What follows belongs to an exercise in optimizing a design on an open flow for small area; a production flow would make more cautious choices. At most, simulation tests tie the RTL to the original design; equivalence was not proved. No functional check of the RTL was part of runs 2 and 3. Power and IR drop assume default switching activity.

===== flow/config.mk =====
export PLATFORM = sky130hd
export DESIGN_NAME = cordic
export DESIGN_NICKNAME = cordic
export VERILOG_FILES = /design/flow/design.v
export SDC_FILE = /design/flow/constraint.sdc
export NUM_CORES = 4
export LEC_CHECK = 0
export ABC_AREA = 1
export CAP_MARGIN = 20
export CORE_MARGIN = 2
export CORE_UTILIZATION = 40
export CTS_BUF_LIST = sky130_fd_sc_hd__clkbuf_8
export GPL_TIMING_DRIVEN = 0
export PLACE_DENSITY = 0.8
export SLEW_MARGIN = 20

===== flow/constraint.sdc =====
create_clock -name core_clock -period 5.0 [get_ports {clock}]
set_input_delay 1.0000 -clock core_clock [delete_from_list [all_inputs] [get_ports {clock}]]
set_output_delay 1.0000 -clock core_clock [all_outputs]
set_load 0.01 [all_outputs]

===== flow/design.v =====
`timescale 1ns / 1ps
module addsub #(
    parameter W = 8
) (
    input  [W-1:0] a,
    input  [W-1:0] b,
    input          sub,
    output [W-1:0] s
);
    logic [W:0] c;
    logic [W-1:0] bb;
    assign c[0] = sub;
    assign bb = b ^ {W{sub}};
    genvar i;
    generate
        for (i = 0; i < W; i++) begin : g
            assign s[i] = a[i] ^ bb[i] ^ c[i];
            assign c[i+1] = (a[i] & bb[i]) | (c[i] & (a[i] ^ bb[i]));
        end
    endgenerate
endmodule
module addsmall #(
    parameter W = 12,
    parameter K = 6
) (
    input  [W-1:0] a,
    input  [K-1:0] b,
    input          sub,
    output [W-1:0] s
);
    logic [K:0] c;
    logic [K-1:0] bb;
    logic t;
    assign c[0] = sub;
    assign bb = b ^ {K{sub}};
    assign t = b[K-1] ^ sub;       
    genvar i;
    generate
        for (i = 0; i < K; i++) begin : lo
            assign s[i] = a[i] ^ bb[i] ^ c[i];
            assign c[i+1] = (a[i] & bb[i]) | (c[i] & (a[i] ^ bb[i]));
        end
    endgenerate
    logic [W-K:0] all1, any1;
    assign all1[0] = 1'b1;
    assign any1[0] = 1'b0;
    generate
        for (i = K; i < W; i++) begin : hi
            assign all1[i-K+1] = all1[i-K] & a[i];
            assign any1[i-K+1] = any1[i-K] | a[i];
            assign s[i] = a[i] ^ t ^ (t ? (c[K] | any1[i-K]) : (c[K] & all1[i-K]));
        end
    endgenerate
endmodule
module addfast #(
    parameter W = 12,
    parameter K = 6
) (
    input  [W-1:0] a,
    input  [K-1:0] b,
    input          sub,
    output [W-1:0] s
);
    localparam LG = (K + 1 > 8) ? 4 : (K + 1 > 4) ? 3 : (K + 1 > 2) ? 2 : 1;
    logic [K-1:0] bb, pp, gg;
    logic t;
    assign bb = b ^ {K{sub}};
    assign t = b[K-1] ^ sub;       
    logic [K:0] G [0:LG];
    logic [K:0] P [0:LG];
    assign G[0] = {(a[K-1:0] & bb), sub};
    assign P[0] = {(a[K-1:0] ^ bb), 1'b0};
    genvar l, i;
    generate
        for (l = 0; l < LG; l++) begin : lev
            for (i = 0; i <= K; i++) begin : node
                if (((i >> l) & 1) == 1) begin : comb
                    localparam integer J = ((i >> l) << l) - 1;
                    assign G[l+1][i] = G[l][i] | (P[l][i] & G[l][J]);
                    assign P[l+1][i] = P[l][i] & P[l][J];
                end else begin : pass
                    assign G[l+1][i] = G[l][i];
                    assign P[l+1][i] = P[l][i];
                end
            end
        end
    endgenerate
    logic [K:0] c;
    assign c = G[LG];
    assign s[K-1:0] = (a[K-1:0] ^ bb) ^ c[K-1:0];
    logic [W-K:0] all1, any1;
    assign all1[0] = 1'b1;
    assign any1[0] = 1'b0;
    generate
        for (i = K; i < W; i++) begin : hi
            assign all1[i-K+1] = all1[i-K] & a[i];
            assign any1[i-K+1] = any1[i-K] | a[i];
            assign s[i] = a[i] ^ t ^ (t ? (c[K] | any1[i-K]) : (c[K] & all1[i-K]));
        end
    endgenerate
endmodule
module addfast2 #(
    parameter W = 12,
    parameter K = 6
) (
    input  [W-1:0] a,
    input  [K-1:0] b,
    input          sub,
    output [W-1:0] s
);
    localparam LG = (K + 1 > 8) ? 4 : (K + 1 > 4) ? 3 : (K + 1 > 2) ? 2 : 1;
    localparam U = W - K;
    localparam LU = (U > 8) ? 4 : (U > 4) ? 3 : (U > 2) ? 2 : (U > 1) ? 1 : 0;
    logic [K-1:0] bb;
    logic t;
    assign bb = b ^ {K{sub}};
    assign t = b[K-1] ^ sub;
    logic [K:0] G [0:LG];
    logic [K:0] P [0:LG];
    assign G[0] = {(a[K-1:0] & bb), sub};
    assign P[0] = {(a[K-1:0] ^ bb), 1'b0};
    genvar l, i;
    generate
        for (l = 0; l < LG; l++) begin : lev
            for (i = 0; i <= K; i++) begin : node
                if (((i >> l) & 1) == 1) begin : comb
                    localparam integer J = ((i >> l) << l) - 1;
                    assign G[l+1][i] = G[l][i] | (P[l][i] & G[l][J]);
                    assign P[l+1][i] = P[l][i] & P[l][J];
                end else begin : pass
                    assign G[l+1][i] = G[l][i];
                    assign P[l+1][i] = P[l][i];
                end
            end
        end
    endgenerate
    logic [K:0] c;
    assign c = G[LG];
    assign s[K-1:0] = (a[K-1:0] ^ bb) ^ c[K-1:0];
    logic [U-1:0] O [0:LU];
    logic [U-1:0] Z [0:LU];
    assign O[0] = a[W-1:K];
    assign Z[0] = ~a[W-1:K];
    generate
        for (l = 0; l < LU; l++) begin : ulev
            for (i = 0; i < U; i++) begin : unode
                if (((i >> l) & 1) == 1) begin : comb
                    localparam integer J = ((i >> l) << l) - 1;
                    assign O[l+1][i] = O[l][i] & O[l][J];
                    assign Z[l+1][i] = Z[l][i] & Z[l][J];
                end else begin : pass
                    assign O[l+1][i] = O[l][i];
                    assign Z[l+1][i] = Z[l][i];
                end
            end
        end
    endgenerate
    wire inc = c[K] & ~t;
    wire dec = ~c[K] & t;
    assign s[K] = a[K] ^ inc ^ dec;
    generate
        for (i = 1; i < U; i++) begin : hi
            assign s[K+i] = a[K+i] ^ ((inc & O[LU][i-1]) | (dec & Z[LU][i-1]));
        end
    endgenerate
endmodule
`timescale 1ns / 1ps
module phase_controller (
    input clock,
    input reset,
    output [3:0] code,
    output [7:0] w,
    output [1:0] quadrant
);
    logic [3:0] cd;
    logic [7:0] wr;
    logic [5:0] c;
    logic e, r;
    logic [1:0] q;
    wire pre = (cd == 4'd0);
    wire up  = ~q[0];
    wire endq = up ? (cd == 4'd14) && (wr == 8'h1d || wr == 8'h1e)
                   : (cd == 4'd1) && (wr == 8'he2 || wr == 8'he1);
    logic [7:0] up1, dn1, up2, dn2;      
    logic [7:0] upw, upw1, dnw, dnw1;    
    assign up1 = ({8{cd == 0}} & 8'he)
            | ({8{cd == 1}} & 8'h7e)
            | ({8{cd == 2}} & 8'h7e)
            | ({8{cd == 3}} & 8'h76)
            | ({8{cd == 4}} & 8'h7f)
            | ({8{cd == 5}} & 8'h7e)
            | ({8{cd == 6}} & 8'h7f)
            | ({8{cd == 7}} & 8'h40)
            | ({8{cd == 8}} & 8'h7f)
            | ({8{cd == 9}} & 8'h7e)
            | ({8{cd == 10}} & 8'h7e)
            | ({8{cd == 11}} & 8'h76)
            | ({8{cd == 12}} & 8'h7f)
            | ({8{cd == 13}} & 8'h7e);
    assign up2 = ({8{cd == 0}} & 8'hd)
            | ({8{cd == 1}} & 8'h7d)
            | ({8{cd == 2}} & 8'h7d)
            | ({8{cd == 3}} & 8'h75)
            | ({8{cd == 4}} & 8'h7e)
            | ({8{cd == 5}} & 8'h7d)
            | ({8{cd == 6}} & 8'h7e)
            | ({8{cd == 7}} & 8'h3f)
            | ({8{cd == 8}} & 8'h7e)
            | ({8{cd == 9}} & 8'h7d)
            | ({8{cd == 10}} & 8'h7d)
            | ({8{cd == 11}} & 8'h75)
            | ({8{cd == 12}} & 8'h7e)
            | ({8{cd == 13}} & 8'h7d);
    assign upw = ({8{cd == 0}} & 8'he1)
            | ({8{cd == 1}} & 8'h81)
            | ({8{cd == 2}} & 8'h80)
            | ({8{cd == 3}} & 8'h88)
            | ({8{cd == 4}} & 8'h81)
            | ({8{cd == 5}} & 8'h81)
            | ({8{cd == 6}} & 8'h80)
            | ({8{cd == 7}} & 8'hbf)
            | ({8{cd == 8}} & 8'h80)
            | ({8{cd == 9}} & 8'h81)
            | ({8{cd == 10}} & 8'h80)
            | ({8{cd == 11}} & 8'h88)
            | ({8{cd == 12}} & 8'h81)
            | ({8{cd == 13}} & 8'h81);
    assign upw1 = ({8{cd == 0}} & 8'he2)
            | ({8{cd == 1}} & 8'h82)
            | ({8{cd == 2}} & 8'h81)
            | ({8{cd == 3}} & 8'h89)
            | ({8{cd == 4}} & 8'h82)
            | ({8{cd == 5}} & 8'h82)
            | ({8{cd == 6}} & 8'h81)
            | ({8{cd == 7}} & 8'hc0)
            | ({8{cd == 8}} & 8'h81)
            | ({8{cd == 9}} & 8'h82)
            | ({8{cd == 10}} & 8'h81)
            | ({8{cd == 11}} & 8'h89)
            | ({8{cd == 12}} & 8'h82)
            | ({8{cd == 13}} & 8'h82);
    assign dn1 = ({8{cd == 2}} & 8'h81)
            | ({8{cd == 3}} & 8'h80)
            | ({8{cd == 4}} & 8'h88)
            | ({8{cd == 5}} & 8'h81)
            | ({8{cd == 6}} & 8'h81)
            | ({8{cd == 7}} & 8'h80)
            | ({8{cd == 8}} & 8'hbf)
            | ({8{cd == 9}} & 8'h80)
            | ({8{cd == 10}} & 8'h81)
            | ({8{cd == 11}} & 8'h80)
            | ({8{cd == 12}} & 8'h88)
            | ({8{cd == 13}} & 8'h81)
            | ({8{cd == 14}} & 8'h81);
    assign dn2 = ({8{cd == 2}} & 8'h82)
            | ({8{cd == 3}} & 8'h81)
            | ({8{cd == 4}} & 8'h89)
            | ({8{cd == 5}} & 8'h82)
            | ({8{cd == 6}} & 8'h82)
            | ({8{cd == 7}} & 8'h81)
            | ({8{cd == 8}} & 8'hc0)
            | ({8{cd == 9}} & 8'h81)
            | ({8{cd == 10}} & 8'h82)
            | ({8{cd == 11}} & 8'h81)
            | ({8{cd == 12}} & 8'h89)
            | ({8{cd == 13}} & 8'h82)
            | ({8{cd == 14}} & 8'h82);
    assign dnw = ({8{cd == 2}} & 8'h7e)
            | ({8{cd == 3}} & 8'h7e)
            | ({8{cd == 4}} & 8'h76)
            | ({8{cd == 5}} & 8'h7f)
            | ({8{cd == 6}} & 8'h7e)
            | ({8{cd == 7}} & 8'h7f)
            | ({8{cd == 8}} & 8'h40)
            | ({8{cd == 9}} & 8'h7f)
            | ({8{cd == 10}} & 8'h7e)
            | ({8{cd == 11}} & 8'h7e)
            | ({8{cd == 12}} & 8'h76)
            | ({8{cd == 13}} & 8'h7f)
            | ({8{cd == 14}} & 8'h7e);
    assign dnw1 = ({8{cd == 2}} & 8'h7d)
            | ({8{cd == 3}} & 8'h7d)
            | ({8{cd == 4}} & 8'h75)
            | ({8{cd == 5}} & 8'h7e)
            | ({8{cd == 6}} & 8'h7d)
            | ({8{cd == 7}} & 8'h7e)
            | ({8{cd == 8}} & 8'h3f)
            | ({8{cd == 9}} & 8'h7e)
            | ({8{cd == 10}} & 8'h7d)
            | ({8{cd == 11}} & 8'h7d)
            | ({8{cd == 12}} & 8'h75)
            | ({8{cd == 13}} & 8'h7e)
            | ({8{cd == 14}} & 8'h7d);
    wire can_up = (cd != 4'd14);
    wire can_dn = (cd != 4'd1) && (cd != 4'd0);
    wire hit1 = up ? (wr == up1) : (wr == dn1);
    wire hit2 = up ? (wr == up2) : (wr == dn2);
    wire xing = (up ? can_up : can_dn) && (hit1 || (e && hit2));
    wire over = e && hit1;             
    logic [7:0] w_step, w_cross;
    addsub #(.W(8)) uw (.a(wr), .b({6'd0, e, ~e}), .sub(~up), .s(w_step));
    assign w_cross = up ? (over ? upw1 : upw) : (over ? dnw1 : dnw);
    logic [5:0] c_next;
    assign c_next = ({6{c == 6'd0}} & 6'he)
            | ({6{c == 6'd1}} & 6'hf)
            | ({6{c == 6'd2}} & 6'h10)
            | ({6{c == 6'd3}} & 6'h11)
            | ({6{c == 6'd4}} & 6'h12)
            | ({6{c == 6'd5}} & 6'h13)
            | ({6{c == 6'd6}} & 6'h14)
            | ({6{c == 6'd7}} & 6'h15)
            | ({6{c == 6'd8}} & 6'h16)
            | ({6{c == 6'd9}} & 6'h17)
            | ({6{c == 6'd10}} & 6'h18)
            | ({6{c == 6'd11}} & 6'h19)
            | ({6{c == 6'd12}} & 6'h1a)
            | ({6{c == 6'd13}} & 6'h1b)
            | ({6{c == 6'd14}} & 6'h1c)
            | ({6{c == 6'd15}} & 6'h1d)
            | ({6{c == 6'd16}} & 6'h1e)
            | ({6{c == 6'd17}} & 6'h1f)
            | ({6{c == 6'd18}} & 6'h20)
            | ({6{c == 6'd19}} & 6'h21)
            | ({6{c == 6'd20}} & 6'h22)
            | ({6{c == 6'd21}} & 6'h23)
            | ({6{c == 6'd22}} & 6'h24)
            | ({6{c == 6'd23}} & 6'h25)
            | ({6{c == 6'd24}} & 6'h26)
            | ({6{c == 6'd25}} & 6'he)
            | ({6{c == 6'd26}} & 6'hf)
            | ({6{c == 6'd27}} & 6'h10)
            | ({6{c == 6'd28}} & 6'h11)
            | ({6{c == 6'd29}} & 6'h12)
            | ({6{c == 6'd30}} & 6'h13)
            | ({6{c == 6'd31}} & 6'h14)
            | ({6{c == 6'd32}} & 6'h15)
            | ({6{c == 6'd33}} & 6'h16)
            | ({6{c == 6'd34}} & 6'h17)
            | ({6{c == 6'd35}} & 6'h18)
            | ({6{c == 6'd36}} & 6'h19)
            | ({6{c == 6'd37}} & 6'h1a)
            | ({6{c == 6'd38}} & 6'h1b);
    wire c_big = (c >= 6'd25);
    always_ff @(posedge clock) begin
        if (reset || pre) begin
            c <= '0;
            e <= 1'b0;
            r <= 1'b0;
        end
        else begin
            r <= endq;
            if (r)
                c <= '0;
            else begin
                c <= c_next;
                e <= c_big;
            end
        end
    end
    always_ff @(posedge clock) begin
        if (reset) begin
            q <= 2'd0;
            cd <= 4'd0;
            wr <= 8'd0;
        end
        else if (endq)
            q <= q + 2'd1;
        else if (xing) begin
            cd <= up ? cd + 4'd1 : cd - 4'd1;
            wr <= w_cross;
        end
        else
            wr <= w_step;
    end
    assign code = cd;
    assign w = wr;
    assign quadrant = q;
endmodule
`timescale 1ns / 1ps
module cordic (
    input clock,
    input reset,
    output signed [12:0] sine,
    output signed [12:0] cosine
);
    logic [3:0] code;
    logic [7:0] w;
    logic [1:0] q;
    phase_controller pc (.clock(clock), .reset(reset), .code(code), .w(w), .quadrant(q));
    wire [9:0] dirs_a = {code, ~w[7], w[6:2]};
    logic signed [11:0] x6, y6;
    wire [4:0] ts = dirs_a[9:5];
    assign x6 = ({12{ts == 5'd2}} & 12'h7fc)
            | ({12{ts == 5'd3}} & 12'h7fc)
            | ({12{ts == 5'd4}} & 12'h7f1)
            | ({12{ts == 5'd5}} & 12'h7e1)
            | ({12{ts == 5'd6}} & 12'h7c7)
            | ({12{ts == 5'd7}} & 12'h7a7)
            | ({12{ts == 5'd8}} & 12'h782)
            | ({12{ts == 5'd9}} & 12'h754)
            | ({12{ts == 5'd10}} & 12'h71d)
            | ({12{ts == 5'd11}} & 12'h6e1)
            | ({12{ts == 5'd12}} & 12'h69b)
            | ({12{ts == 5'd13}} & 12'h651)
            | ({12{ts == 5'd14}} & 12'h5ff)
            | ({12{ts == 5'd15}} & 12'h5a9)
            | ({12{ts == 5'd16}} & 12'h5a5)
            | ({12{ts == 5'd17}} & 12'h549)
            | ({12{ts == 5'd18}} & 12'h4e6)
            | ({12{ts == 5'd19}} & 12'h480)
            | ({12{ts == 5'd20}} & 12'h415)
            | ({12{ts == 5'd21}} & 12'h3a7)
            | ({12{ts == 5'd22}} & 12'h333)
            | ({12{ts == 5'd23}} & 12'h2bd)
            | ({12{ts == 5'd24}} & 12'h252)
            | ({12{ts == 5'd25}} & 12'h1d8)
            | ({12{ts == 5'd26}} & 12'h15a)
            | ({12{ts == 5'd27}} & 12'hdc)
            | ({12{ts == 5'd28}} & 12'h5e)
            | ({12{ts == 5'd29}} & 12'hfe0);
    assign y6 = ({12{ts == 5'd2}} & 12'hfe0)
            | ({12{ts == 5'd3}} & 12'h5e)
            | ({12{ts == 5'd4}} & 12'hdc)
            | ({12{ts == 5'd5}} & 12'h15a)
            | ({12{ts == 5'd6}} & 12'h1d8)
            | ({12{ts == 5'd7}} & 12'h252)
            | ({12{ts == 5'd8}} & 12'h2bd)
            | ({12{ts == 5'd9}} & 12'h333)
            | ({12{ts == 5'd10}} & 12'h3a7)
            | ({12{ts == 5'd11}} & 12'h415)
            | ({12{ts == 5'd12}} & 12'h480)
            | ({12{ts == 5'd13}} & 12'h4e6)
            | ({12{ts == 5'd14}} & 12'h549)
            | ({12{ts == 5'd15}} & 12'h5a5)
            | ({12{ts == 5'd16}} & 12'h5a9)
            | ({12{ts == 5'd17}} & 12'h5ff)
            | ({12{ts == 5'd18}} & 12'h651)
            | ({12{ts == 5'd19}} & 12'h69b)
            | ({12{ts == 5'd20}} & 12'h6e1)
            | ({12{ts == 5'd21}} & 12'h71d)
            | ({12{ts == 5'd22}} & 12'h754)
            | ({12{ts == 5'd23}} & 12'h782)
            | ({12{ts == 5'd24}} & 12'h7a7)
            | ({12{ts == 5'd25}} & 12'h7c7)
            | ({12{ts == 5'd26}} & 12'h7e1)
            | ({12{ts == 5'd27}} & 12'h7f1)
            | ({12{ts == 5'd28}} & 12'h7fc)
            | ({12{ts == 5'd29}} & 12'h7fc);
    logic signed [11:0] x7, y7;
    addfast2 #(.W(12), .K(6)) ux7 (.a(12'(x6)), .b(6'(y6 >>> 6)), .sub(dirs_a[4]), .s(x7));
    addfast2 #(.W(12), .K(6)) uy7 (.a(12'(y6)), .b(6'(x6 >>> 6)), .sub(~dirs_a[4]), .s(y7));
    logic signed [11:0] x8, y8;
    addfast2 #(.W(12), .K(5)) ux8 (.a(12'(x7)), .b(5'(y7 >>> 7)), .sub(dirs_a[3]), .s(x8));
    addfast2 #(.W(12), .K(5)) uy8 (.a(12'(y7)), .b(5'(x7 >>> 7)), .sub(~dirs_a[3]), .s(y8));
    logic [9:0] dirs_r1;
    logic [1:0] q_r1;
    logic signed [11:0] x_r1;
    logic signed [11:0] y_r1;
    always_ff @(posedge clock) begin
        dirs_r1 <= dirs_a;
        q_r1 <= q;
        x_r1 <= x8;
        y_r1 <= y8;
    end
    logic [10:0] x9, y9;
    addfast2 #(.W(11), .K(4)) ux9 (.a(11'(x_r1)), .b(4'(y_r1 >>> 8)), .sub(dirs_r1[2]), .s(x9));
    addfast2 #(.W(11), .K(4)) uy9 (.a(11'(y_r1)), .b(4'(x_r1 >>> 8)), .sub(~dirs_r1[2]), .s(y9));
    logic [10:0] x10, y10;
    addfast2 #(.W(11), .K(3)) ux10 (.a(11'(x9)), .b(3'(y9 >> 9)), .sub(dirs_r1[1]), .s(x10));
    addfast2 #(.W(11), .K(3)) uy10 (.a(11'(y9)), .b(3'(x9 >> 9)), .sub(~dirs_r1[1]), .s(y10));
    logic [9:0] dirs_r2;
    logic [1:0] q_r2;
    logic [10:0] x_r2;
    logic [10:0] y_r2;
    always_ff @(posedge clock) begin
        dirs_r2 <= dirs_r1;
        q_r2 <= q_r1;
        x_r2 <= x10;
        y_r2 <= y10;
    end
    wire mx = q_r2[0] ^ q_r2[1];
    wire my = q_r2[1];
    wire bx = y_r2[10];
    wire by = x_r2[10];
    logic signed [2:0] ax, ay;
    assign ax = mx ? (dirs_r2[0] ? 3'd1 + {2'b00, bx} : 3'd1 - {2'b00, bx}) : (dirs_r2[0] ? 3'd0 - {2'b00, bx} : {2'b00, bx});
    assign ay = my ? (dirs_r2[0] ? 3'd1 - {2'b00, by} : 3'd1 + {2'b00, by}) : (dirs_r2[0] ? {2'b00, by} : 3'd0 - {2'b00, by});
    logic [10:0] rx, ry;
    addfast2 #(.W(11), .K(3)) ux11 (.a(x_r2 ^ {11{mx}}), .b(ax), .sub(1'b0), .s(rx));
    addfast2 #(.W(11), .K(3)) uy11 (.a(y_r2 ^ {11{my}}), .b(ay), .sub(1'b0), .s(ry));
    assign cosine = {1'b0, ~mx, rx};
    assign sine = {1'b0, ~my, ry};
endmodule

===== flow/run.sh =====
#!/bin/bash
# synth_recipe.tcl (not shown) runs the flow's synth.tcl, then flattens the netlist and writes it again
# the make line also repeats each setting of config.mk as NAME=value (left out here)
make -C /OpenROAD-flow-scripts/flow DESIGN_CONFIG=/design/flow/config.mk WORK_HOME=/design/flow/orfs CLKGATE_MAP_FILE= SYNTH_SCRIPT=/design/flow/synth_recipe.tcl finish

==> impl_results.md, run 1 <==
* Slew HR at 0.497
* Routed Antenna Nets at 0
* Fraction of final layout cells with drive strength greater than 1 at 0.127
* Aggregate global routing overflow at 0
* Die outline width at about 150 µm
* Fraction of registers with async set/reset at 0
* Post-synthesis cell area at roughly 9000 µm²
* Type of origin of the critical path: flop
* Pin count of the biggest net entering global routing at 14
* Kind of capture point of the worst setup path: output port
* Sinks on Clock Net at 76
* Worst vdd rail ir drop at ~0.13 mV
* Psw at 0.329 mW
* Post-synthesis cell count at between 1,000 and 1,500
* Standard-cell row count at 54
* CP arrival at 3.70 ns
* Max-slew violation total from the final report at 0
* Count of endpoints failing hold in the final timing report at 0
* Final critical-path share of the clock period at 0.941
* Leakage power at about 5.5 nW
* I/O pin total at 28
* Drt initial violations at approximately 630
* Fraction of power spent switching nets at 0.249
* Clock insertion delay at the later pin of the skew report at about 0.37 ns
* Number of vias in the routed layout at a little under 9,000
* Path type of the worst min-delay path: flop to flop
* Number of buffers on the longest clock path at 2
* Number of H-tree branching levels at 3
* Number of design rule violations left after detail routing at 0
* Routed len/inst at approximately 13 µm
* Run status: no timing/DRC/antenna violations
* Crit-path most repeated cell: nand2_1
* Internal power contribution at slightly below 1 mW
* Post-synthesis register bit count at between 70 and 80
* Count of buffers inserted at the top-level ports at 25
* Req. time, crit path at ~4.0 ns
* Unrepaired setup endpoints after global routing: yes
* Achievable frequency at ~0.21 GHz
* Worst slack, placed at -0.314 ns
* WL final at 22,400 µm
* Clock Skews at approximately 0.025 ns
* Top flip-flop cell by instance count after synthesis: dfxtp_1
* Die footprint at 23,300 µm²
* First-pass iteration count of the detailed router at 7
* Syn-to-layout area delta at 12.0%
* CTS Root Buffer Type: clkbuf_8
* Area of the core region at 21,800 µm²
* Worst-path clk slew at roughly 0.08 ns
* Worst Setup Slack, final at between 0.2 and 0.3 ns
* Standard cell with the maximum stage delay on the critical path: clkdlybuf4s50_1
* Die height at approximately 150 µm
* Syn Area/Cell at between 6 and 7 µm²
* CP max stage delay at around 0.54 ns
* Flop pwr share at 0.480
* Total routing usage reported by global routing at 0.185
* Global-route wire length before repair at 37,000 µm
* Final HPWL from detailed placement at 18,000 µm
* Number of vias per cell after detailed routing at between 5 and 6
* Combinational Power Share at 0.117
* Number of flops mapped to enable cells by yosys at 0
* Slew @ Worst Pin at about 0.75 ns
* Final GP Congestion at about 0.97
* Type of the worst setup path: flop to output port
* Number of antenna violations at the first check in global routing at 0
* PwrDens at ~130 nW/µm²
* Antenna diode count at 0
* Number of endpoints failing setup at the final stage at 0
* Count of maximum capacitance violations at 0
* Syn. warnings at 22
* CTS Buf Count at 9
* Clock period minus worst slack at between 4 and 5 ns
* Clock power frac at 0.403
* Count of non-filler cells in the finished layout at roughly 1,700
* Number of global-route vias before repair at 8,111
* Net total in the final layout at 1,476
* Yosys cell types at 63
* Sequential-to-total area share from yosys stat at 0.172
* Fin Setup TNS at 0 ns
* Placed insts at 1,677
* Effective utilization at floorplan at 0.407
* Crit-path max FO at 6
* Finished Core Util at 0.456
* Clock tree from TritonCTS: done
* Critical path cell sequence: or2_2 -> nand2_1 -> buf_6 -> buf_4 -> xor2_1 -> inv_1 -> ha_1 -> inv_1 -> nor2_1 -> a211oi_2 -> nand2_1 -> inv_1 -> nand4_1 -> or2_2 -> nor2_1 -> nand2_1 -> nand2_1 -> xnor2_1 -> clkdlybuf4s50_1
==> final cells by class <==
type                    count  area (µm²)
fillers                  2170       11800
multi-input cells        1036        6440
flip-flops and latches     76        1520
inverters                 238         906
well taps                 280         350
repair buffers             34         320
plain buffers              21         144
clock buffers              10         138
clock inverters             6        87.6
==> synthesized netlist by cell type (2+ instances only) <==
cell,n,area share
a2111oi_0,3,0.0030
a211oi_1,3,0.0025
a21oi_1,40,0.023
a31o_2,2,0.0020
a31oi_1,2,0.0014
a32o_1,2,0.0023
a41oi_1,3,0.0030
and2_1,2,0.0014
buf_1,2,0.00085
buf_2,2,0.0011
buf_4,8,0.0068
buf_6,3,0.0038
clkbuf_1,7,0.0030
clkinv_1,4,0.0017
dfxtp_1,76,0.17
fa_1,22,0.050
ha_1,36,0.051
inv_1,215,0.091
inv_2,16,0.0068
nand2_1,294,0.12
nand2_2,17,0.012
nand2_4,11,0.014
nand3_1,80,0.045
nand3_2,29,0.033
nand3b_1,4,0.0034
nand4_1,45,0.032
nor2_1,154,0.065
nor2_2,11,0.0078
nor2_4,4,0.0051
nor3_1,37,0.021
nor3b_1,3,0.0025
nor4_1,8,0.0057
o211ai_1,6,0.0051
o21ai_0,46,0.026
o21ai_1,9,0.0051
o22ai_1,3,0.0021
o31ai_1,4,0.0034
o41ai_1,2,0.0020
or2_2,8,0.0057
xnor2_1,32,0.032
xor2_1,94,0.093
==> cell families after synthesis <==
family | Yosys count | share of synthesized area
AND/OR/NAND/NOR | 713 | 0.389
buffers and inverters | 260 | 0.118
AO/OA/AOI/OAI | 133 | 0.0881
XOR/XNOR | 129 | 0.131
flip-flops | 76 | 0.172
adder cells (fa/ha/maj) | 58 | 0.101
other | 1 | 0.000424
multiplexers | 1 | 0.00113
==> placed cells by master (no fill, tap or decap), drive strengths merged, types with 3 or more instances in the layout <==
cell type / n
nand2: 323
inv: 233
nor2: 170
nand3: 110
xor2: 95
dfxtp: 76
o21ai: 56
nand4: 46
a21oi: 40
nor3: 37
ha: 36
xnor2: 33
clkdlybuf4s50: 24
buf: 23
fa: 22
clkbuf: 17
nor4: 9
clkinv: 9
or2: 8
o211ai: 6
nand3b: 4
o31ai: 4
nor3b: 3
o22ai: 3
a41oi: 3
a2111oi: 3
a211oi: 3
==> layer usage <==
| layer | vias to the layer above | GRT usage | wire length (µm) |
|---|---|---|---|
| met2 | 273 | 0.332 | 11200 |
| met4 | 0 | 0.0534 | 420 |
| met5 | - | 0 | 0 |
| met3 | 37 | 0.0256 | 1130 |
| li1 | 4461 | - | - |
| met1 | 3969 | 0.232 | 9660 |
==> repair_timing <==
item	CTS	global route
hold buffers	0	0
setup endpoints to repair	20	22
pin swaps	0	3
setup buffers	0	9
resized for setup	9	32
==> sequential cells by signal (all words and copies together) (netlist names), 2 cells and up <==
register  cells
x_r1         12
y_r1         12
x_r2         11
y_r2         11
pc.wr         8
pc.c          6
pc.cd         4
dirs_r1       3
pc.q          2
q_r1          2
q_r2          2
==> final timing paths <==
kind	from	cells past startpoint	to	slack (ns)
worst min-delay path	q_r1[1]	0	q_r2[1]	0.33
worst max-delay path	q_r2[1]	19	cosine[9]	0.30
worst max register to register	pc.cd[2]	25	x_r1[3]	0.38
worst min register to register	q_r1[1]	0	q_r2[1]	0.33
==> critical path, delay by kind of cell, from the launching register on <==
kind            cells  cell delay [ns]
compound gates      1             0.16
fa+ha+maj           1             0.19
xor+xnor            2             0.27
simple gates        9             1.32
flops               1             0.37
buf+inv             6             1.03
==> per-stage QoR <==
step | total power, mW | cell area [µm²] | hold WS, ns
2_1_floorplan | 0.746 | 8850 | 0.310
3_3_place_gp | 0.796 | 9450 | 0.316
3_5_place_dp | 0.801 | 9450 | 0.315
4_1_cts | 1.34 | 9710 | 0.329
5_1_grt | 1.38 | 9910 | 0.344
6_report | 1.32 | 9910 | 0.332
==> power by group through the flow <==
stage | clock network, mW | logic [mW] | registers [mW]
2_1_floorplan | 0 | 0.102 | 0.645
3_3_place_gp | 0 | 0.148 | 0.647
3_5_place_dp | 0 | 0.154 | 0.647
4_1_cts | 0.547 | 0.155 | 0.633
5_1_grt | 0.569 | 0.173 | 0.635
6_report | 0.532 | 0.154 | 0.634
==> inputs of run 2 (changes only) <==
--- a/flow/design.v
+++ b/flow/design.v
@@ -388,70 +388,216 @@
     logic [1:0] q;
     phase_controller pc (.clock(clock), .reset(reset), .code(code), .w(w), .quadrant(q));
     wire [9:0] dirs_a = {code, ~w[7], w[6:2]};
-    logic signed [11:0] x6, y6;
-    wire [4:0] ts = dirs_a[9:5];
-    assign x6 = ({12{ts == 5'd2}} & 12'h7fc)
-            | ({12{ts == 5'd3}} & 12'h7fc)
-            | ({12{ts == 5'd4}} & 12'h7f1)
-            | ({12{ts == 5'd5}} & 12'h7e1)
-            | ({12{ts == 5'd6}} & 12'h7c7)
-            | ({12{ts == 5'd7}} & 12'h7a7)
-            | ({12{ts == 5'd8}} & 12'h782)
-            | ({12{ts == 5'd9}} & 12'h754)
-            | ({12{ts == 5'd10}} & 12'h71d)
-            | ({12{ts == 5'd11}} & 12'h6e1)
-            | ({12{ts == 5'd12}} & 12'h69b)
-            | ({12{ts == 5'd13}} & 12'h651)
-            | ({12{ts == 5'd14}} & 12'h5ff)
-            | ({12{ts == 5'd15}} & 12'h5a9)
-            | ({12{ts == 5'd16}} & 12'h5a5)
-            | ({12{ts == 5'd17}} & 12'h549)
-            | ({12{ts == 5'd18}} & 12'h4e6)
-            | ({12{ts == 5'd19}} & 12'h480)
-            | ({12{ts == 5'd20}} & 12'h415)
-            | ({12{ts == 5'd21}} & 12'h3a7)
-            | ({12{ts == 5'd22}} & 12'h333)
-            | ({12{ts == 5'd23}} & 12'h2bd)
-            | ({12{ts == 5'd24}} & 12'h252)
-            | ({12{ts == 5'd25}} & 12'h1d8)
-            | ({12{ts == 5'd26}} & 12'h15a)
-            | ({12{ts == 5'd27}} & 12'hdc)
-            | ({12{ts == 5'd28}} & 12'h5e)
-            | ({12{ts == 5'd29}} & 12'hfe0);
-    assign y6 = ({12{ts == 5'd2}} & 12'hfe0)
-            | ({12{ts == 5'd3}} & 12'h5e)
-            | ({12{ts == 5'd4}} & 12'hdc)
-            | ({12{ts == 5'd5}} & 12'h15a)
-            | ({12{ts == 5'd6}} & 12'h1d8)
-            | ({12{ts == 5'd7}} & 12'h252)
-            | ({12{ts == 5'd8}} & 12'h2bd)
-            | ({12{ts == 5'd9}} & 12'h333)
-            | ({12{ts == 5'd10}} & 12'h3a7)
-            | ({12{ts == 5'd11}} & 12'h415)
-            | ({12{ts == 5'd12}} & 12'h480)
-            | ({12{ts == 5'd13}} & 12'h4e6)
-            | ({12{ts == 5'd14}} & 12'h549)
-            | ({12{ts == 5'd15}} & 12'h5a5)
-            | ({12{ts == 5'd16}} & 12'h5a9)
-            | ({12{ts == 5'd17}} & 12'h5ff)
-            | ({12{ts == 5'd18}} & 12'h651)
-            | ({12{ts == 5'd19}} & 12'h69b)
-            | ({12{ts == 5'd20}} & 12'h6e1)
-            | ({12{ts == 5'd21}} & 12'h71d)
-            | ({12{ts == 5'd22}} & 12'h754)
-            | ({12{ts == 5'd23}} & 12'h782)
-            | ({12{ts == 5'd24}} & 12'h7a7)
-            | ({12{ts == 5'd25}} & 12'h7c7)
-            | ({12{ts == 5'd26}} & 12'h7e1)
-            | ({12{ts == 5'd27}} & 12'h7f1)
-            | ({12{ts == 5'd28}} & 12'h7fc)
-            | ({12{ts == 5'd29}} & 12'h7fc);
-    logic signed [11:0] x7, y7;
-    addfast2 #(.W(12), .K(6)) ux7 (.a(12'(x6)), .b(6'(y6 >>> 6)), .sub(dirs_a[4]), .s(x7));
-    addfast2 #(.W(12), .K(6)) uy7 (.a(12'(y6)), .b(6'(x6 >>> 6)), .sub(~dirs_a[4]), .s(y7));
     logic signed [11:0] x8, y8;
-    addfast2 #(.W(12), .K(5)) ux8 (.a(12'(x7)), .b(5'(y7 >>> 7)), .sub(dirs_a[3]), .s(x8));
-    addfast2 #(.W(12), .K(5)) uy8 (.a(12'(y7)), .b(5'(x7 >>> 7)), .sub(~dirs_a[3]), .s(y8));
+    wire [6:0] ts = dirs_a[9:3];
+    assign x8 = ({12{ts == 7'd11}} & 12'h7fe)
+            | ({12{ts == 7'd12}} & 12'h7fd)
+            | ({12{ts == 7'd13}} & 12'h7fd)
+            | ({12{ts == 7'd14}} & 12'h7fb)
+            | ({12{ts == 7'd15}} & 12'h7fb)
+            | ({12{ts == 7'd16}} & 12'h7f5)
+            | ({12{ts == 7'd17}} & 12'h7f3)
+            | ({12{ts == 7'd18}} & 12'h7ef)
+            | ({12{ts == 7'd19}} & 12'h7ed)
+            | ({12{ts == 7'd20}} & 12'h7e8)
+            | ({12{ts == 7'd21}} & 12'h7e4)
+            | ({12{ts == 7'd22}} & 12'h7de)
+            | ({12{ts == 7'd23}} & 12'h7da)
+            | ({12{ts == 7'd24}} & 12'h7d1)
+            | ({12{ts == 7'd25}} & 12'h7cb)
+            | ({12{ts == 7'd26}} & 12'h7c3)
+            | ({12{ts == 7'd27}} & 12'h7bd)
+            | ({12{ts == 7'd28}} & 12'h7b4)
+            | ({12{ts == 7'd29}} & 12'h7ac)
+            | ({12{ts == 7'd30}} & 12'h7a2)
+            | ({12{ts == 7'd31}} & 12'h79a)
+            | ({12{ts == 7'd32}} & 12'h791)
+            | ({12{ts == 7'd33}} & 12'h787)
+            | ({12{ts == 7'd34}} & 12'h77d)
+            | ({12{ts == 7'd35}} & 12'h773)
+            | ({12{ts == 7'd36}} & 12'h766)
+            | ({12{ts == 7'd37}} & 12'h75a)
+            | ({12{ts == 7'd38}} & 12'h74e)
+            | ({12{ts == 7'd39}} & 12'h742)
+            | ({12{ts == 7'd40}} & 12'h732)
+            | ({12{ts == 7'd41}} & 12'h724)
+            | ({12{ts == 7'd42}} & 12'h716)
+            | ({12{ts == 7'd43}} & 12'h708)
+            | ({12{ts == 7'd44}} & 12'h6f8)
+            | ({12{ts == 7'd45}} & 12'h6ea)
+            | ({12{ts == 7'd46}} & 12'h6d9)
+            | ({12{ts == 7'd47}} & 12'h6c9)
+            | ({12{ts == 7'd48}} & 12'h6b5)
+            | ({12{ts == 7'd49}} & 12'h6a5)
+            | ({12{ts == 7'd50}} & 12'h692)
+            | ({12{ts == 7'd51}} & 12'h680)
+            | ({12{ts == 7'd52}} & 12'h66d)
+            | ({12{ts == 7'd53}} & 12'h65b)
+            | ({12{ts == 7'd54}} & 12'h647)
+            | ({12{ts == 7'd55}} & 12'h635)
+            | ({12{ts == 7'd56}} & 12'h61e)
+            | ({12{ts == 7'd57}} & 12'h60a)
+            | ({12{ts == 7'd58}} & 12'h5f4)
+            | ({12{ts == 7'd59}} & 12'h5e0)
+            | ({12{ts == 7'd60}} & 12'h5ca)
+            | ({12{ts == 7'd61}} & 12'h5b4)
+            | ({12{ts == 7'd62}} & 12'h59e)
+            | ({12{ts == 7'd65}} & 12'h5b0)
+            | ({12{ts == 7'd66}} & 12'h59a)
+            | ({12{ts == 7'd67}} & 12'h584)
+            | ({12{ts == 7'd68}} & 12'h56b)
+            | ({12{ts == 7'd69}} & 12'h555)
+            | ({12{ts == 7'd70}} & 12'h53e)
+            | ({12{ts == 7'd71}} & 12'h526)
+            | ({12{ts == 7'd72}} & 12'h50b)
+            | ({12{ts == 7'd73}} & 12'h4f3)
+            | ({12{ts == 7'd74}} & 12'h4d9)
+            | ({12{ts == 7'd75}} & 12'h4c1)
+            | ({12{ts == 7'd76}} & 12'h4a7)
+            | ({12{ts == 7'd77}} & 12'h48d)
+            | ({12{ts == 7'd78}} & 12'h473)
+            | ({12{ts == 7'd79}} & 12'h459)
+            | ({12{ts == 7'd80}} & 12'h43d)
+            | ({12{ts == 7'd81}} & 12'h423)
+            | ({12{ts == 7'd82}} & 12'h407)
+            | ({12{ts == 7'd83}} & 12'h3ed)
+            | ({12{ts == 7'd84}} & 12'h3d1)
+            | ({12{ts == 7'd85}} & 12'h3b5)
+            | ({12{ts == 7'd86}} & 12'h399)
+            | ({12{ts == 7'd87}} & 12'h37d)
+            | ({12{ts == 7'd88}} & 12'h35e)
+            | ({12{ts == 7'd89}} & 12'h342)
+            | ({12{ts == 7'd90}} & 12'h324)
+            | ({12{ts == 7'd91}} & 12'h308)
+            | ({12{ts == 7'd92}} & 12'h2e9)
+            | ({12{ts == 7'd93}} & 12'h2cd)
+            | ({12{ts == 7'd94}} & 12'h2ae)
+            | ({12{ts == 7'd95}} & 12'h290)
+            | ({12{ts == 7'd96}} & 12'h27f)
+            | ({12{ts == 7'd97}} & 12'h261)
+            | ({12{ts == 7'd98}} & 12'h243)
+            | ({12{ts == 7'd99}} & 12'h225)
+            | ({12{ts == 7'd100}} & 12'h206)
+            | ({12{ts == 7'd101}} & 12'h1e8)
+            | ({12{ts == 7'd102}} & 12'h1c8)
+            | ({12{ts == 7'd103}} & 12'h1aa)
+            | ({12{ts == 7'd104}} & 12'h188)
+            | ({12{ts == 7'd105}} & 12'h16a)
+            | ({12{ts == 7'd106}} & 12'h14a)
+            | ({12{ts == 7'd107}} & 12'h12c)
+            | ({12{ts == 7'd108}} & 12'h10a)
+            | ({12{ts == 7'd109}} & 12'hec)
+            | ({12{ts == 7'd110}} & 12'hcc)
+            | ({12{ts == 7'd111}} & 12'hae)
+            | ({12{ts == 7'd112}} & 12'h8c)
+            | ({12{ts == 7'd113}} & 12'h6e)
+            | ({12{ts == 7'd114}} & 12'h4e)
+            | ({12{ts == 7'd115}} & 12'h30)
+            | ({12{ts == 7'd116}} & 12'he);
+    assign y8 = ({12{ts == 7'd11}} & 12'he)
+            | ({12{ts == 7'd12}} & 12'h30)
+            | ({12{ts == 7'd13}} & 12'h4e)
+            | ({12{ts == 7'd14}} & 12'h6e)
+            | ({12{ts == 7'd15}} & 12'h8c)
+            | ({12{ts == 7'd16}} & 12'hae)
+            | ({12{ts == 7'd17}} & 12'hcc)
+            | ({12{ts == 7'd18}} & 12'hec)
+            | ({12{ts == 7'd19}} & 12'h10a)
+            | ({12{ts == 7'd20}} & 12'h12c)
+            | ({12{ts == 7'd21}} & 12'h14a)
+            | ({12{ts == 7'd22}} & 12'h16a)
+            | ({12{ts == 7'd23}} & 12'h188)
+            | ({12{ts == 7'd24}} & 12'h1aa)
+            | ({12{ts == 7'd25}} & 12'h1c8)
+            | ({12{ts == 7'd26}} & 12'h1e8)
+            | ({12{ts == 7'd27}} & 12'h206)
+            | ({12{ts == 7'd28}} & 12'h225)
+            | ({12{ts == 7'd29}} & 12'h243)
+            | ({12{ts == 7'd30}} & 12'h261)
+            | ({12{ts == 7'd31}} & 12'h27f)
+            | ({12{ts == 7'd32}} & 12'h290)
+            | ({12{ts == 7'd33}} & 12'h2ae)
+            | ({12{ts == 7'd34}} & 12'h2cd)
+            | ({12{ts == 7'd35}} & 12'h2e9)
+            | ({12{ts == 7'd36}} & 12'h308)
+            | ({12{ts == 7'd37}} & 12'h324)
+            | ({12{ts == 7'd38}} & 12'h342)
+            | ({12{ts == 7'd39}} & 12'h35e)
+            | ({12{ts == 7'd40}} & 12'h37d)
+            | ({12{ts == 7'd41}} & 12'h399)
+            | ({12{ts == 7'd42}} & 12'h3b5)
+            | ({12{ts == 7'd43}} & 12'h3d1)
+            | ({12{ts == 7'd44}} & 12'h3ed)
+            | ({12{ts == 7'd45}} & 12'h407)
+            | ({12{ts == 7'd46}} & 12'h423)
+            | ({12{ts == 7'd47}} & 12'h43d)
+            | ({12{ts == 7'd48}} & 12'h459)
+            | ({12{ts == 7'd49}} & 12'h473)
+            | ({12{ts == 7'd50}} & 12'h48d)
+            | ({12{ts == 7'd51}} & 12'h4a7)
+            | ({12{ts == 7'd52}} & 12'h4c1)
+            | ({12{ts == 7'd53}} & 12'h4d9)
+            | ({12{ts == 7'd54}} & 12'h4f3)
+            | ({12{ts == 7'd55}} & 12'h50b)
+            | ({12{ts == 7'd56}} & 12'h526)
+            | ({12{ts == 7'd57}} & 12'h53e)
+            | ({12{ts == 7'd58}} & 12'h555)
+            | ({12{ts == 7'd59}} & 12'h56b)
+            | ({12{ts == 7'd60}} & 12'h584)
+            | ({12{ts == 7'd61}} & 12'h59a)
+            | ({12{ts == 7'd62}} & 12'h5b0)
+            | ({12{ts == 7'd65}} & 12'h59e)
+            | ({12{ts == 7'd66}} & 12'h5b4)
+            | ({12{ts == 7'd67}} & 12'h5ca)
+            | ({12{ts == 7'd68}} & 12'h5e0)
+            | ({12{ts == 7'd69}} & 12'h5f4)
+            | ({12{ts == 7'd70}} & 12'h60a)
+            | ({12{ts == 7'd71}} & 12'h61e)
+            | ({12{ts == 7'd72}} & 12'h635)
+            | ({12{ts == 7'd73}} & 12'h647)
+            | ({12{ts == 7'd74}} & 12'h65b)
+            | ({12{ts == 7'd75}} & 12'h66d)
+            | ({12{ts == 7'd76}} & 12'h680)
+            | ({12{ts == 7'd77}} & 12'h692)
+            | ({12{ts == 7'd78}} & 12'h6a5)
+            | ({12{ts == 7'd79}} & 12'h6b5)
+            | ({12{ts == 7'd80}} & 12'h6c9)
+            | ({12{ts == 7'd81}} & 12'h6d9)
+            | ({12{ts == 7'd82}} & 12'h6ea)
+            | ({12{ts == 7'd83}} & 12'h6f8)
+            | ({12{ts == 7'd84}} & 12'h708)
+            | ({12{ts == 7'd85}} & 12'h716)
+            | ({12{ts == 7'd86}} & 12'h724)
+            | ({12{ts == 7'd87}} & 12'h732)
+            | ({12{ts == 7'd88}} & 12'h742)
+            | ({12{ts == 7'd89}} & 12'h74e)
+            | ({12{ts == 7'd90}} & 12'h75a)
+            | ({12{ts == 7'd91}} & 12'h766)
+            | ({12{ts == 7'd92}} & 12'h773)
+            | ({12{ts == 7'd93}} & 12'h77d)
+            | ({12{ts == 7'd94}} & 12'h787)
+            | ({12{ts == 7'd95}} & 12'h791)
+            | ({12{ts == 7'd96}} & 12'h79a)
+            | ({12{ts == 7'd97}} & 12'h7a2)
+            | ({12{ts == 7'd98}} & 12'h7ac)
+            | ({12{ts == 7'd99}} & 12'h7b4)
+            | ({12{ts == 7'd100}} & 12'h7bd)
+            | ({12{ts == 7'd101}} & 12'h7c3)
+            | ({12{ts == 7'd102}} & 12'h7cb)
+            | ({12{ts == 7'd103}} & 12'h7d1)
+            | ({12{ts == 7'd104}} & 12'h7da)
+            | ({12{ts == 7'd105}} & 12'h7de)
+            | ({12{ts == 7'd106}} & 12'h7e4)
+            | ({12{ts == 7'd107}} & 12'h7e8)
+            | ({12{ts == 7'd108}} & 12'h7ed)
+            | ({12{ts == 7'd109}} & 12'h7ef)
+            | ({12{ts == 7'd110}} & 12'h7f3)
+            | ({12{ts == 7'd111}} & 12'h7f5)
+            | ({12{ts == 7'd112}} & 12'h7fb)
+            | ({12{ts == 7'd113}} & 12'h7fb)
+            | ({12{ts == 7'd114}} & 12'h7fd)
+            | ({12{ts == 7'd115}} & 12'h7fd)
+            | ({12{ts == 7'd116}} & 12'h7fe);
     logic [9:0] dirs_r1;
     logic [1:0] q_r1;
     logic signed [11:0] x_r1;
==> impl_results.md, run 2 <==
* Run status: no timing/DRC/antenna violations
* Critical path cell sequence: buf_2 -> or2_2 -> nand2_2 -> buf_6 -> xor2_1 -> inv_1 -> ha_1 -> nand2_1 -> nand2_1 -> a31oi_1 -> inv_1 -> nor2_2 -> nand3_2 -> nor2_2 -> nand2_1 -> o21ai_0 -> xor2_1 -> clkdlybuf4s50_1
* CTS Root Buffer Type: clkbuf_8
* Routed len/inst at between 20 and 25 µm
* Global-route wire length before repair at between 50,000 and 60,000 µm
* Post-synthesis register bit count at 74
* Number of global-route vias before repair at 10,100
* Area of combinational cells with multiple inputs at approximately 6000 µm²
* Count of maximum capacitance violations at 0
* Total stage count of the critical path at 18
* Cell types with the largest area share after synthesis: dfxtp_1, nor2_1, nand2_1
* Post-synthesis cell area at approximately 8500 µm²
* Achievable frequency at 0.214 GHz
* Leakage power at roughly 5.2 nW
* Final GP Congestion at roughly 1.1
* Largest area contributor in the netlist: dfxtp_1
* Top flip-flop cell by instance count after synthesis: dfxtp_1
* Syn-to-layout area delta at 10.1%
* Final HPWL from detailed placement at 32,100 µm
* Most frequent standard cell in the layout excluding fill and tap cells: nor2_1
* Syn. warnings at 12
* Count of buffers inserted at the top-level ports at 24
* Kind of capture point of the worst setup path: output port
* First-pass iteration count of the detailed router at 7
* Die outline width at 150 µm
* Syn Area/Cell at between 5 and 6 µm²
* Pin count of the biggest net entering global routing at 13
* WL final at between 30,000 and 40,000 µm
* Standard cell with the maximum stage delay on the critical path: clkdlybuf4s50_1
* Slew HR at 0.161
* CP max stage delay at roughly 0.56 ns
* Clock tree from TritonCTS: done
* Crit-path max FO at 10
* I/O pin total at 28
* PwrDens at 124 nW/µm²
* Share of the synthesized area in the top cell type at 0.174
* Number of vias in the routed layout at 10,600
* Number of H-tree branching levels at 3
* Drt initial violations at about 1,400
* Type of the worst setup path: flop to output port
* Min-Delay Path Depth at 0
* Leading cell types in the layout, fill and taps excluded: nor2_1, nand2_1, inv_1
* Crit-path most repeated cell: nand2_1
* Slew @ Worst Pin at ~1.2 ns
* Top cells by instance count after synthesis: nor2_1, nand2_1, inv_1
* Routed Antenna Nets at 0
* Post-synthesis cell count at roughly 1,500
* Number of buffers on the longest clock path at 2
* Number of flops mapped to enable cells by yosys at 0
* Total routing usage reported by global routing at 0.358
* Count of endpoints failing hold in the final timing report at 0
* Clock Skews at 0.00988 ns
* Net total in the final layout at 1,551
* Number of vias per cell after detailed routing at approximately 5.9
* CP arrival at about 3.7 ns
* Antenna diode count at 0
* Type of origin of the critical path: flop
* Count of filler cells inserted in the layout at 2,285
* Fraction of registers with async set/reset at 0
* Max-slew violation total from the final report at 0
* Worst-path clk slew at roughly 0.070 ns
* Cells on worst reg2reg path at 16
* CTS Buf Count at 9
* Sequential-to-total area share from yosys stat at 0.174
* CP Buf/Inv Count at 5
* Finished Core Util at 0.446
* Number of endpoints failing setup at the final stage at 0
* Final critical-path share of the clock period at 0.933
* Standard-cell row count at 53
* Worst vdd rail ir drop at a little under 0.09 mV
* Number of antenna violations at the first check in global routing at 0
* Clock insertion delay at the later pin of the skew report at 0.35 ns
* Die height at around 150 µm
* Die footprint at 22,400 µm²
* Effective utilization at floorplan at 0.405
* Unrepaired setup endpoints after global routing: no
* Clock period minus worst slack at ~4.7 ns
* Fin Setup TNS at 0 ns
* Req. time, crit path at roughly 4 ns
* Area of the core region at around 21,000 µm²
* Yosys cell types at 54
* Top cell family by delay on the critical path: buffers and inverters
* Count leader, synth: nor2_1
* Sinks on Clock Net at 74
* Path type of the worst min-delay path: flop to flop
* Number of design rule violations left after detail routing at 0
* Register area at approximately 1500 µm²
* Aggregate global routing overflow at 0
* Fraction of final layout cells with drive strength greater than 1 at 0.0447
run 2: changes by cell type after synthesis, sizes merged, moves of 18 or more:
cell,change
ha,-18
nand2,-58
nand4,+20
nor2,+162
nor3,+25
nor4,+37
xor2,-39
run 2: cell families after synthesis:
kind of cell               count (synthesis)  synth area share
and+or+nand+nor                          893             0.467
buffers and inverters                    261             0.122
AOI/OAI and AO/OA                        140            0.0945
xor gates and xnor gates                  79            0.0823
DFF                                       74             0.174
adders and majority gates                 32            0.0595
other                                      1          0.000441
run 2: final cells by class:
class / count / area share
multi-input combinational: 1146 / 0.644
clock buffer: 10 / 0.0147
sequential: 74 / 0.158
inverter: 236 / 0.0947
timing repair buffer: 25 / 0.0268
clock inverter: 5 / 0.00843
tap: 275 / 0.0368
buffer: 25 / 0.0165
run 2: worst register-to-register path, delay by kind of cell, from the launching register on:
family	cells	cell delay, ns
buffers and inverters	5	0.73
adders and majority gates	6	2.50
AOI/OAI and AO/OA	1	0.12
and+or+nand+nor	4	0.40
DFF	1	0.57
run 2: what timing repair did:
action	in CTS	in global routing
endpoints found under the hold margin	0	0
resized for setup	1	8
setup buffers	0	0
endpoints found under the setup margin	1	6
pin swaps	0	0
hold buffers	0	0
run 2: routing by layer:
metal  part of all wire  wire length [µm]  vias up  track usage
met3              0.085              3400      215       0.0567
met5                  0                 0        -            0
met4              0.089              3530        0        0.258
li1                   -                 -     4916            -
met1               0.36             14500     4774        0.405
met2               0.46             18400      696        0.611
run 2: stage by stage:
step | hold slack (ns) | setup WS (ns) | area (µm²) | std cells | total power, mW
floorplan | 0.310 | 1.19 | 8500 | 1481 | 0.652
global placement | 0.311 | 0.436 | 9080 | 1780 | 0.670
detailed placement | 0.312 | 0.357 | 9080 | 1780 | 0.672
CTS | 0.329 | 0.0507 | 9300 | 1795 | 1.17
global route | 0.338 | 0.0319 | 9350 | 1796 | 1.20
finish | 0.329 | 0.335 | 9350 | 1796 | 1.16
run 2: worst paths after layout:
check / from / endpoint / slack (ns)
setup / recovery: q_r2[1] / cosine[8] / 0.34
hold / removal: dirs_r1[0] / dirs_r2 / 0.33
setup reg to reg: pc.q[0] / pc.wr[6] / 0.60
hold reg to reg: dirs_r1[0] / dirs_r2 / 0.33
run 2: power breakdown:
group	internal, mW	switching [mW]
clock	0.291	0.211
sequential	0.596	0.00680
combinational	0.0248	0.0311
==> inputs of run 3 (changes only) <==
--- a/flow/design.v
+++ b/flow/design.v
@@ -183,7 +183,7 @@
                    : (cd == 4'd1) && (wr == 8'he2 || wr == 8'he1);
     logic [7:0] up1, dn1, up2, dn2;      
     logic [7:0] upw, upw1, dnw, dnw1;    
-    assign up1 = ({8{cd == 0}} & 8'he)
+    assign up1 = ({8{cd == 0}} & 8'hf)
             | ({8{cd == 1}} & 8'h7e)
             | ({8{cd == 2}} & 8'h7e)
             | ({8{cd == 3}} & 8'h76)
@@ -197,7 +197,7 @@
             | ({8{cd == 11}} & 8'h76)
             | ({8{cd == 12}} & 8'h7f)
             | ({8{cd == 13}} & 8'h7e);
-    assign up2 = ({8{cd == 0}} & 8'hd)
+    assign up2 = ({8{cd == 0}} & 8'he)
             | ({8{cd == 1}} & 8'h7d)
             | ({8{cd == 2}} & 8'h7d)
             | ({8{cd == 3}} & 8'h75)
@@ -598,42 +598,32 @@
             | ({12{ts == 7'd114}} & 12'h7fd)
             | ({12{ts == 7'd115}} & 12'h7fd)
             | ({12{ts == 7'd116}} & 12'h7fe);
+    logic [10:0] x9, y9;
+    addfast2 #(.W(11), .K(4)) ux9 (.a(11'(x8)), .b(4'(y8 >>> 8)), .sub(dirs_a[2]), .s(x9));
+    addfast2 #(.W(11), .K(4)) uy9 (.a(11'(y8)), .b(4'(x8 >>> 8)), .sub(~dirs_a[2]), .s(y9));
     logic [9:0] dirs_r1;
     logic [1:0] q_r1;
-    logic signed [11:0] x_r1;
-    logic signed [11:0] y_r1;
+    logic [10:0] x_r1;
+    logic [10:0] y_r1;
     always_ff @(posedge clock) begin
         dirs_r1 <= dirs_a;
         q_r1 <= q;
-        x_r1 <= x8;
-        y_r1 <= y8;
+        x_r1 <= x9;
+        y_r1 <= y9;
     end
-    logic [10:0] x9, y9;
-    addfast2 #(.W(11), .K(4)) ux9 (.a(11'(x_r1)), .b(4'(y_r1 >>> 8)), .sub(dirs_r1[2]), .s(x9));
-    addfast2 #(.W(11), .K(4)) uy9 (.a(11'(y_r1)), .b(4'(x_r1 >>> 8)), .sub(~dirs_r1[2]), .s(y9));
     logic [10:0] x10, y10;
-    addfast2 #(.W(11), .K(3)) ux10 (.a(11'(x9)), .b(3'(y9 >> 9)), .sub(dirs_r1[1]), .s(x10));
-    addfast2 #(.W(11), .K(3)) uy10 (.a(11'(y9)), .b(3'(x9 >> 9)), .sub(~dirs_r1[1]), .s(y10));
-    logic [9:0] dirs_r2;
-    logic [1:0] q_r2;
-    logic [10:0] x_r2;
-    logic [10:0] y_r2;
-    always_ff @(posedge clock) begin
-        dirs_r2 <= dirs_r1;
-        q_r2 <= q_r1;
-        x_r2 <= x10;
-        y_r2 <= y10;
-    end
-    wire mx = q_r2[0] ^ q_r2[1];
-    wire my = q_r2[1];
-    wire bx = y_r2[10];
-    wire by = x_r2[10];
+    addfast2 #(.W(11), .K(3)) ux10 (.a(11'(x_r1)), .b(3'(y_r1 >> 9)), .sub(dirs_r1[1]), .s(x10));
+    addfast2 #(.W(11), .K(3)) uy10 (.a(11'(y_r1)), .b(3'(x_r1 >> 9)), .sub(~dirs_r1[1]), .s(y10));
+    wire mx = q_r1[0] ^ q_r1[1];
+    wire my = q_r1[1];
+    wire bx = y10[10];
+    wire by = x10[10];
     logic signed [2:0] ax, ay;
-    assign ax = mx ? (dirs_r2[0] ? 3'd1 + {2'b00, bx} : 3'd1 - {2'b00, bx}) : (dirs_r2[0] ? 3'd0 - {2'b00, bx} : {2'b00, bx});
-    assign ay = my ? (dirs_r2[0] ? 3'd1 - {2'b00, by} : 3'd1 + {2'b00, by}) : (dirs_r2[0] ? {2'b00, by} : 3'd0 - {2'b00, by});
+    assign ax = mx ? (dirs_r1[0] ? 3'd1 + {2'b00, bx} : 3'd1 - {2'b00, bx}) : (dirs_r1[0] ? 3'd0 - {2'b00, bx} : {2'b00, bx});
+    assign ay = my ? (dirs_r1[0] ? 3'd1 - {2'b00, by} : 3'd1 + {2'b00, by}) : (dirs_r1[0] ? {2'b00, by} : 3'd0 - {2'b00, by});
     logic [10:0] rx, ry;
-    addfast2 #(.W(11), .K(3)) ux11 (.a(x_r2 ^ {11{mx}}), .b(ax), .sub(1'b0), .s(rx));
-    addfast2 #(.W(11), .K(3)) uy11 (.a(y_r2 ^ {11{my}}), .b(ay), .sub(1'b0), .s(ry));
+    addfast2 #(.W(11), .K(3)) ux11 (.a(x10 ^ {11{mx}}), .b(ax), .sub(1'b0), .s(rx));
+    addfast2 #(.W(11), .K(3)) uy11 (.a(y10 ^ {11{my}}), .b(ay), .sub(1'b0), .s(ry));
     assign cosine = {1'b0, ~mx, rx};
     assign sine = {1'b0, ~my, ry};
 endmodule
==> impl_results.md, run 3 <==
* Area of the core region at approximately 20,000 µm²
* Max-slew violation total from the final report at 0
* Synthesized-area fraction occupied by xor and xnor cells at 0.0790
* Internal reg-to-reg setup slack at about 0.19 ns
* Total power of the final layout at roughly 0.79 mW
* Aggregate global routing overflow at 0
* Pin count of the biggest net entering global routing at 17
* Number of design rule violations left after detail routing at 0
* Die footprint at ~22,000 µm²
* Hold slack final at roughly 0.37 ns
* PwrDens at about 84 nW/µm²
* Min-Delay Path Depth at 0
* CP arrival at about 4.0 ns
* Fraction of final layout cells with drive strength greater than 1 at 0.0913
* Leading cell types in the layout, fill and taps excluded: nand2_1, nor2_1, inv_1
* Final GP Congestion at around 1.2
* Clock insertion delay at the later pin of the skew report at between 0.3 and 0.4 ns
* Post-synthesis cell area at between 8000 and 9000 µm²
* Cells on worst reg2reg path at 19
* Syn-to-layout area delta at 14.8%
* Number of vias in the routed layout at roughly 11,000
* Die outline width at 147 µm
* Slew HR at 0.380
* Count leader, synth: nand2_1
* Share of synthesized area spent on multiplexers at 0
* Terminus of the critical flop-to-flop path: x_r1[7]
* Number of endpoints failing setup at the final stage at 1
* Leading registers by flop count: x_r1: 11 flops, y_r1: 11 flops, pc.wr: 8 flops
* Effective utilization at floorplan at 0.407
* Worst-path clk slew at about 0.09 ns
* Number of global-route vias before repair at 10,300
* Largest area contributor in the netlist: nand2_1
* Number of buffers on the longest clock path at 2
* Simple logic cell fraction of the synthesized area at 0.537
* Standard-cell row count at 52
* Number of hold-repair buffers added at the cts stage at 0
* First-pass iteration count of the detailed router at 9
* CTS Root Buffer Type: clkbuf_8
* Yosys cell types at 49
* Worst Setup Slack, final at -0.0107 ns
* Final critical-path share of the clock period at 1.00
* Post-synthesis cell count at ~1,500
* Global-route wire length before repair at around 60,000 µm
* Slew @ Worst Pin at roughly 0.9 ns
* Share of the synthesized area in compound gates (AO/OA/AOI/OAI) at 0.0873
* Worst reg2reg path startpoint: pc.cd[0]
* Clock period minus worst slack at 5.01 ns
* Layout check failures: setup timing
* Clock tree from TritonCTS: done
* Cell types with the largest area share after synthesis: nand2_1, dfxtp_1, nor2_1
* Finished Core Util at 0.467
* Post-synthesis register bit count at 48
* Req. time, crit path at around 4 ns
* Number of flops mapped to enable cells by yosys at 0
* Hold path startpoint: pc.q[1]
* Drt initial violations at approximately 1,800
* CTS Buf Count at 5
* Fin Setup TNS at -0.0107 ns
* Placement Cell Area at between 8000 and 9000 µm²
* Largest family of logic cells by synthesized area: simple AND/OR/NAND/NOR gates
* Clock Skews at 0.0218 ns
* Fraction of registers with async set/reset at 0
* Type of origin of the critical path: flop
* Most frequent standard cell in the layout excluding fill and tap cells: nand2_1
* Sinks on Clock Net at 48
* Net total in the final layout at about 1,600
* Leakage power at 5.58 nW
* Hold Path Sink: q_r1[1]
* Run status: complete, but fails checks
* Sequential-to-total area share from yosys stat at 0.117
* Syn Area/Cell at between 5 and 6 µm²
* WL final at around 41,000 µm
* Type of the worst setup path: flop to output port
* Count of maximum capacitance violations at 0
* Total routing usage reported by global routing at 0.366
* Die height at 147 µm
* Share of the synthesized area in the top cell type at 0.184
* Count of buffers inserted at the top-level ports at 24
* Kind of capture point of the worst setup path: output port
* Worst vdd rail ir drop at 0.0860 mV
* Achievable frequency at 0.200 GHz
* Count of endpoints failing hold in the final timing report at 0
* Total non-filler cell area in the finished layout at ~9400 µm²
* Routed Antenna Nets at 0
* Crit-path max FO at 5
* I/O pin total at 28
* Final HPWL from detailed placement at between 30,000 and 40,000 µm
* Unrepaired setup endpoints after global routing: yes
* Routed len/inst at around 22 µm
* Top flip-flop cell by instance count after synthesis: dfxtp_1
* Number of antenna violations at the first check in global routing at 0
* Top cells by instance count after synthesis: nand2_1, nor2_1, inv_1
* Adder-cell area share of the yosys netlist at 0.0616
* Number of vias per cell after detailed routing at ~6.2
* Path type of the worst min-delay path: flop to flop
* Antenna diode count at 0
* Number of H-tree branching levels at 2
* Syn. warnings at 12
run 3: changes by cell type after synthesis, moves of 7 or more:
cell and delta:
nand2_1 +142, nor2_1 -72, nand3_1 +37, dfxtp_1 -26, inv_1 -26, nor4_1 -8, o21ai_0 -7
run 3: report_power, final:
part	leakage [nW]	switching, mW	internal, mW
sequential	0.389	0.00488	0.384
clock	0.0687	0.139	0.201
combinational	5.13	0.0376	0.0247
total	5.58	0.181	0.610
run 3: layout make-up:
class	count	area, µm²
Clock buffer	5	68.8
Inverter	218	823
Clock inverter	3	68.8
Multi-Input combinational cell	1235	6620
Sequential cell	48	967
Buffer	26	150
Timing Repair Buffer	43	390
Tap cell	270	338
Fill cell	2138	10700
run 3: worst max-delay path by stage:
stage / startpoint / end / slack (ns) / cells past startpoint
CTS: dirs_r1[1] / cosine[8] / 0.005 / 23
finish: dirs_r1[1] / sine[4] / -0.01 / 23
global route: dirs_r1[1] / sine[4] / -0.20 / 23
floorplan: pc.q[0] / pc.wr[7] / 0.85 / 15
detailed placement: dirs_r1[1] / sine[6] / -0.29 / 22
global placement: dirs_r1[1] / cosine[4] / -0.08 / 22
run 3: routing by layer:
| metal | part of all wire | vias to the layer above | track usage | wire [µm] |
|---|---|---|---|---|
| met2 | 0.44 | 871 | 0.579 | 18000 |
| li1 | - | 5093 | - | - |
| met3 | 0.12 | 256 | 0.109 | 4770 |
| met1 | 0.36 | 5181 | 0.432 | 14900 |
| met4 | 0.088 | 0 | 0.239 | 3620 |
| met5 | 0 | - | 0 | 0 |
run 3: logic make-up after synthesis:
| kind of cell | Yosys count |
|---|---|
| and+or+nand+nor | 1001 |
| buffers and inverters | 244 |
| AOI/OAI and AO/OA | 126 |
| xor gates and xnor gates | 74 |
| adders and majority gates | 32 |
| other | 1 |
| DFF | 48 |
run 3: worst max-delay path, stage by stage, from the launching register on:
cell	delay [ns]
dfxtp_4	0.39
buf_4	0.16
xor2_4	0.20
ha_4	0.28
nand3_1	0.08
nand2_2	0.15
nand2_4	0.09
inv_4	0.07
nand4_1	0.11
nand2_1	0.11
nand2_1	0.10
nand2_2	0.14
buf_4	0.15
xor2_1	0.17
ha_1	0.17
inv_1	0.06
nor2_1	0.14
a211oi_1	0.07
inv_1	0.12
nand2_1	0.13
or2_1	0.26
nand2_1	0.10
xor2_1	0.15
dlygate4sd2_1	0.29
run 3: repair_timing:
item | CTS | global route
buffers inserted | 6 | 13
setup endpoints to repair | 19 | 31
resized for setup | 36 | 78
pin swaps | 8 | 18
run 3: per-stage QoR:
step	std cells	setup slack [ns]
after global placement	1821	-0.0784
after floorplan	1527	0.845
after CTS	1835	0.00498
after detailed placement	1821	-0.291
final	1848	-0.0107
after global routing	1848	-0.198

-- static timing again, ports no longer ideal --
Ports are ideal in the flow. The routed layouts listed here were re-timed in OpenROAD. Step 1: set_driving_cell puts a clkbuf_16 on clock and a buf_2 on each other input, an assumption about the parent block. Step 2 adds t to the input delays and takes it off the output delays; t is the mean of the earliest and latest rising clock arrival at the registers after step 1. Input paths then give back, and output paths get back, about the clock's delay inside the block. Slacks: no drivers / after step 1 / after step 2; pairs: no drivers / after step 1.
| run | t, ns | setup WS [ns] | worst setup path at the end | clock arrival spread, ns | worst slew at a driven data input, ns |
|---|---|---|---|---|---|
| run 1 | 0.397 | 0.297 / 0.257 / 0.376 | register to register | 0.025 / 0.025 | 0.03 |
| run 2 | 0.383 | 0.335 / 0.298 / 0.601 | register to register | 0.013 / 0.012 | 0.03 |
| run 3 | 0.363 | -0.011 / -0.057 / 0.193 | register to register | 0.022 / 0.021 | 0.02 |
